Background: an optimization exercise with open tools, aiming at small area. Do not read the settings as production practice.
The RTL was checked by simulation tests, not by an equivalence proof against the original design.
No driver is modelled on the clock port, so clocking that relies on it looks cheaper here than on a real chip.
Power and IR drop assume default switching activity.

build 36:
// color_sharp_memory_display_driver
module color_sharp_memory_display_driver (
    input clk_i,
    input reset_i,
    output logic vsync_o,
    output logic [15:0] addr_o,
    output logic read_valid_o,
    input [15:0] pixel_data_i,
    output logic intb_o,
    output logic bsp_o,
    output logic bck_o,
    output logic gsp_o,
    output logic gck_o,
    output logic gen_o,
    output logic vcom_o,
    output logic vb_o,
    output logic va_o,
    output logic [1:0] r_o,
    output logic [1:0] g_o,
    output logic [1:0] b_o
);
    logic [2:0] c;
    logic [6:0] bn;
    logic [9:0] kn;
    wire [6:0] b = ~bn;
    wire [9:0] k = ~kn;
    logic srf, sup;
    logic [11:0] un;
    wire [11:0] u = ~un;
    logic hn;
    wire h = ~hn;
    logic [5:0] cap;
    wire c1 = (c == 3'd1);
    wire c7 = (c == 3'd7);
    wire b_last = (b == 7'd123);
    wire win = b_last && (c >= 3'd2);
    wire k_hi = k[9] && k[7];                        
    wire k644 = k[9] && (k[7:0] == 8'd132);          
    wire k646 = k[9] && (k[7:0] == 8'd134);          
    wire k647 = k[9] && k[8] && k[6];                
    wire k0 = (k == 10'd0);
    wire p61 = (b > 7'd61) || (b == 7'd61 && c != 3'd0);
    wire tick = (c == 3'd4) && (b[1:0] == 2'd0);
    wire [12:0] u_inc = {1'b0, u} + {12'd0, tick};
  ...
For scale: roughly 48 flip-flops, about 2000 um^2 of cells after synthesis.
export LEC_CHECK = 0
export CAP_MARGIN = 20
export CORE_MARGIN = 2
export CORE_UTILIZATION = 40
export PLACE_DENSITY = 0.6
export SLEW_MARGIN = 20
create_clock -name core_clock -period 10.0 [get_ports {clk_i}]
standard.sh (not shown) runs the stock make flow with config.mk's settings and CLKGATE_MAP_FILE= SYNTH_SCRIPT=/design/flow/synth_recipe.tcl, a recipe that flattens the netlist after the stock synthesis.
==> flow/flow/run.sh <==
#!/bin/bash
# Own layout flow: the standard flow (standard.sh) with two changes.
#  1. Synthesis: the same ORFS synthesis script as the standard flow's (-nofsm -noshare,
#     flattened, $func$ nets renamed), but ORFS's adder cell mapping is
#     skipped and ABC maps the logic with an area-oriented script.  ABC does
#     not touch the flip-flops, so the registers (names and cell types) are
#     the standard synthesis's.
#  2. The port buffers are the smallest buffer cell (buf_1).
#  3. Clock tree synthesis adds no dummy load cells.
# Every tool's full output goes to standard.log here and to the ORFS logs
# under orfs/logs.
set -euo pipefail
W=$PWD
cat > $W/area.abc <<'EOT'
strash
ifraig
scorr
dc2
strash
&get -n
&deepsyn -T 30
&put
dch -f
amap
topo
EOT
cat > $W/own_synth.tcl <<EOT
set ::env(ADDER_MAP_FILE) ""
proc synth {args} { yosys synth -nofsm -noshare {*}\$args }
proc abc {args} {
  set i [lsearch -exact \$args -script]
  if { \$i >= 0 } { set args [lreplace \$args \$i [expr {\$i + 1}] -script $W/area.abc] }
  set i [lsearch -exact \$args -D]
  if { \$i >= 0 } { set args [lreplace \$args \$i [expr {\$i + 1}]] }
  puts "own abc: \$args"
  yosys abc {*}\$args
}
source \$::env(SCRIPTS_DIR)/synth.tcl
# left out here: clear keep_hierarchy, flatten, clean up
yosys rename -hide {w:*\$func\$*}
write_verilog -noattr -nohex -nodec \$::env(RESULTS_DIR)/1_2_yosys.v
EOT
bash standard.sh finish SYNTH_SCRIPT=$W/own_synth.tcl \
  "BUFFER_PORTS_ARGS=-buffer_cell sky130_fd_sc_hd__buf_1" \
  "CTS_ARGS=-sink_clustering_enable -repair_clock_nets -dont_use_dummy_load" > standard.log 2>&1
Build 36 ended with every stage complete and zero timing, DRC or antenna violations.
The inputs of build 91 differ from those of build 36 as listed below.
--- a/flow/flow/run.sh
+++ b/flow/flow/run.sh
@@ -1,4 +1,4 @@
 #!/bin/bash
-# Own layout flow: the standard flow (standard.sh) with two changes.
+# Own layout flow: the standard flow (standard.sh) with these changes.
 #  1. Synthesis: the same ORFS synthesis script as the standard flow's (-nofsm -noshare,
 #     flattened, $func$ nets renamed), but ORFS's adder cell mapping is
@@ -7,5 +7,8 @@
 #     the standard synthesis's.
 #  2. The port buffers are the smallest buffer cell (buf_1).
-#  3. Clock tree synthesis adds no dummy load cells.
+#  3. Clock tree synthesis adds no dummy load cells, and after it each clock
+#     buffer is downsized (clk_resize.tcl) to the smallest clkbuf that keeps
+#     the flip-flop clock-pin slew under 100 ps; then the standard flow goes
+#     on from the resized clock tree.
 # Every tool's full output goes to standard.log here and to the ORFS logs
 # under orfs/logs.
@@ -21,4 +24,7 @@
 &deepsyn -T 30
 &put
+dch -f
+amap
+strash
 dch -f
 amap
@@ -41,4 +47,9 @@
 write_verilog -noattr -nohex -nodec \$::env(RESULTS_DIR)/1_2_yosys.v
 EOT
+bash standard.sh cts SYNTH_SCRIPT=$W/own_synth.tcl \
+  "BUFFER_PORTS_ARGS=-buffer_cell sky130_fd_sc_hd__buf_1" \
+  "CTS_ARGS=-sink_clustering_enable -repair_clock_nets -dont_use_dummy_load" > standard_cts.log 2>&1
+RES=$W/orfs/results/sky130hd/color_sharp_memory_display_driver/base LIB=$FLOW_HOME/platforms/sky130hd/lib/sky130_fd_sc_hd__tt_025C_1v80.lib \
+  openroad -no_init -exit $W/flow/clk_resize.tcl > clk_resize.log 2>&1
 bash standard.sh finish SYNTH_SCRIPT=$W/own_synth.tcl \
   "BUFFER_PORTS_ARGS=-buffer_cell sky130_fd_sc_hd__buf_1" \
==> flow/flow/clk_resize.tcl (new file) <==
# Downsize each clock tree buffer to the smallest clkbuf whose flip-flop clock
# pins still see a slew below the target (placement parasitics).
set res $::env(RES)
read_db $res/4_cts.odb
read_liberty $::env(LIB)
read_sdc $res/4_cts.sdc
source $::env(FLOW_HOME)/platforms/sky130hd/setRC.tcl
set_propagated_clock [all_clocks]
set target 0.100
proc max_clk_slew {} {
  estimate_parasitics -placement
  set mx 0
  foreach p [get_pins -hierarchical */CLK] {
    foreach prop {slew_max_rise slew_max_fall} {
      set s [get_property $p $prop]
      if {$s > $mx} {set mx $s}
    }
  }
  return $mx
}
puts "start max clock-pin slew [max_clk_slew]"
set bufs {}
foreach inst [[ord::get_db_block] getInsts] {
  set m [[$inst getMaster] getName]
  if {[string match sky130_fd_sc_hd__clkbuf_* $m]} { lappend bufs [list [$inst getName] $m] }
}
foreach b $bufs {
  lassign $b name orig
  set best $orig
  foreach size {sky130_fd_sc_hd__clkbuf_2 sky130_fd_sc_hd__clkbuf_4 sky130_fd_sc_hd__clkbuf_8} {
    if {$size eq $orig} break
    replace_cell [get_cells $name] $size
    set s [max_clk_slew]
    if {$s < $target} { set best $size; break }
  }
  replace_cell [get_cells $name] $best
  puts "clock buffer $name: $orig -> $best"
}
puts "end max clock-pin slew [max_clk_slew]"
write_db $res/4_cts.odb
## What came out
Build 91 against build 36: cell count after placement now sits lower, clock transition at the register clock pins on the worst setup and hold paths after CTS now sits at about the same level, global-route usage now sits lower, actual slew at the worst max-slew pin now sits lower, area of the die now sits lower.
Minimum clock period after layout, build 36 and build 91: lower on build 36
Relative to build 91, the following input files were edited for build 17:
--- a/flow/flow/run.sh
+++ b/flow/flow/run.sh
@@ -27,4 +27,7 @@
 amap
 strash
+&get -n
+&deepsyn -T 30
+&put
 dch -f
 amap
Looking at the reports, build 17 completed the entire flow and the layout it produced met the timing, design-rule and antenna checks.
From build 91 to build 17 the numbers moved as follows: overall power consumption held steady; highest attainable clock frequency shows a reduction of about 3.6%; post-route clock skew now sits at about the same level; per-cell via count in the routed design did not really move.
Share of layout cells above drive strength 1 across build 17 and build 91: no real change.

## separate check: timing with driven ports
The flow's constraints put no driver on any port. The routed layouts listed below were extracted and timed again, unchanged, in two steps. Step 1 (the two cells are an assumption about what drives the block):
set clk [get_ports {clk_i}]
set_driving_cell -lib_cell sky130_fd_sc_hd__clkbuf_16 $clk
set_driving_cell -lib_cell sky130_fd_sc_hd__buf_2 [delete_from_list [all_inputs] $clk]
Step 2 also shifts input and output timing later by t, the mid clock arrival at the registers, as if the neighbouring blocks saw the same clock. Slacks: no drivers / after step 1 / after step 2; pairs: no drivers / after step 1.
| run | t, ns | slack for setup (ns) | hold slack, ns | worst slew at a driven data input, ns | pins driven straight from the clock port |
|---|---|---|---|---|---|
| build 36 | 0.322 | 5.503 / 5.512 / 5.191 | 0.449 / 0.449 / 0.449 | 0.03 | 1 |
| build 91 | 0.387 | 5.418 / 5.394 / 5.781 | 0.441 / 0.441 / 0.441 | 0.03 | 1 |
| build 17 | 0.400 | 5.247 / 5.222 / 5.570 | 0.444 / 0.444 / 0.444 | 0.03 | 1 |
After both steps every run listed still meets setup and hold. For build 36, which loses most, drivers alone change the setup slack by +0.009 ns; drivers and shift together by -0.312 ns.
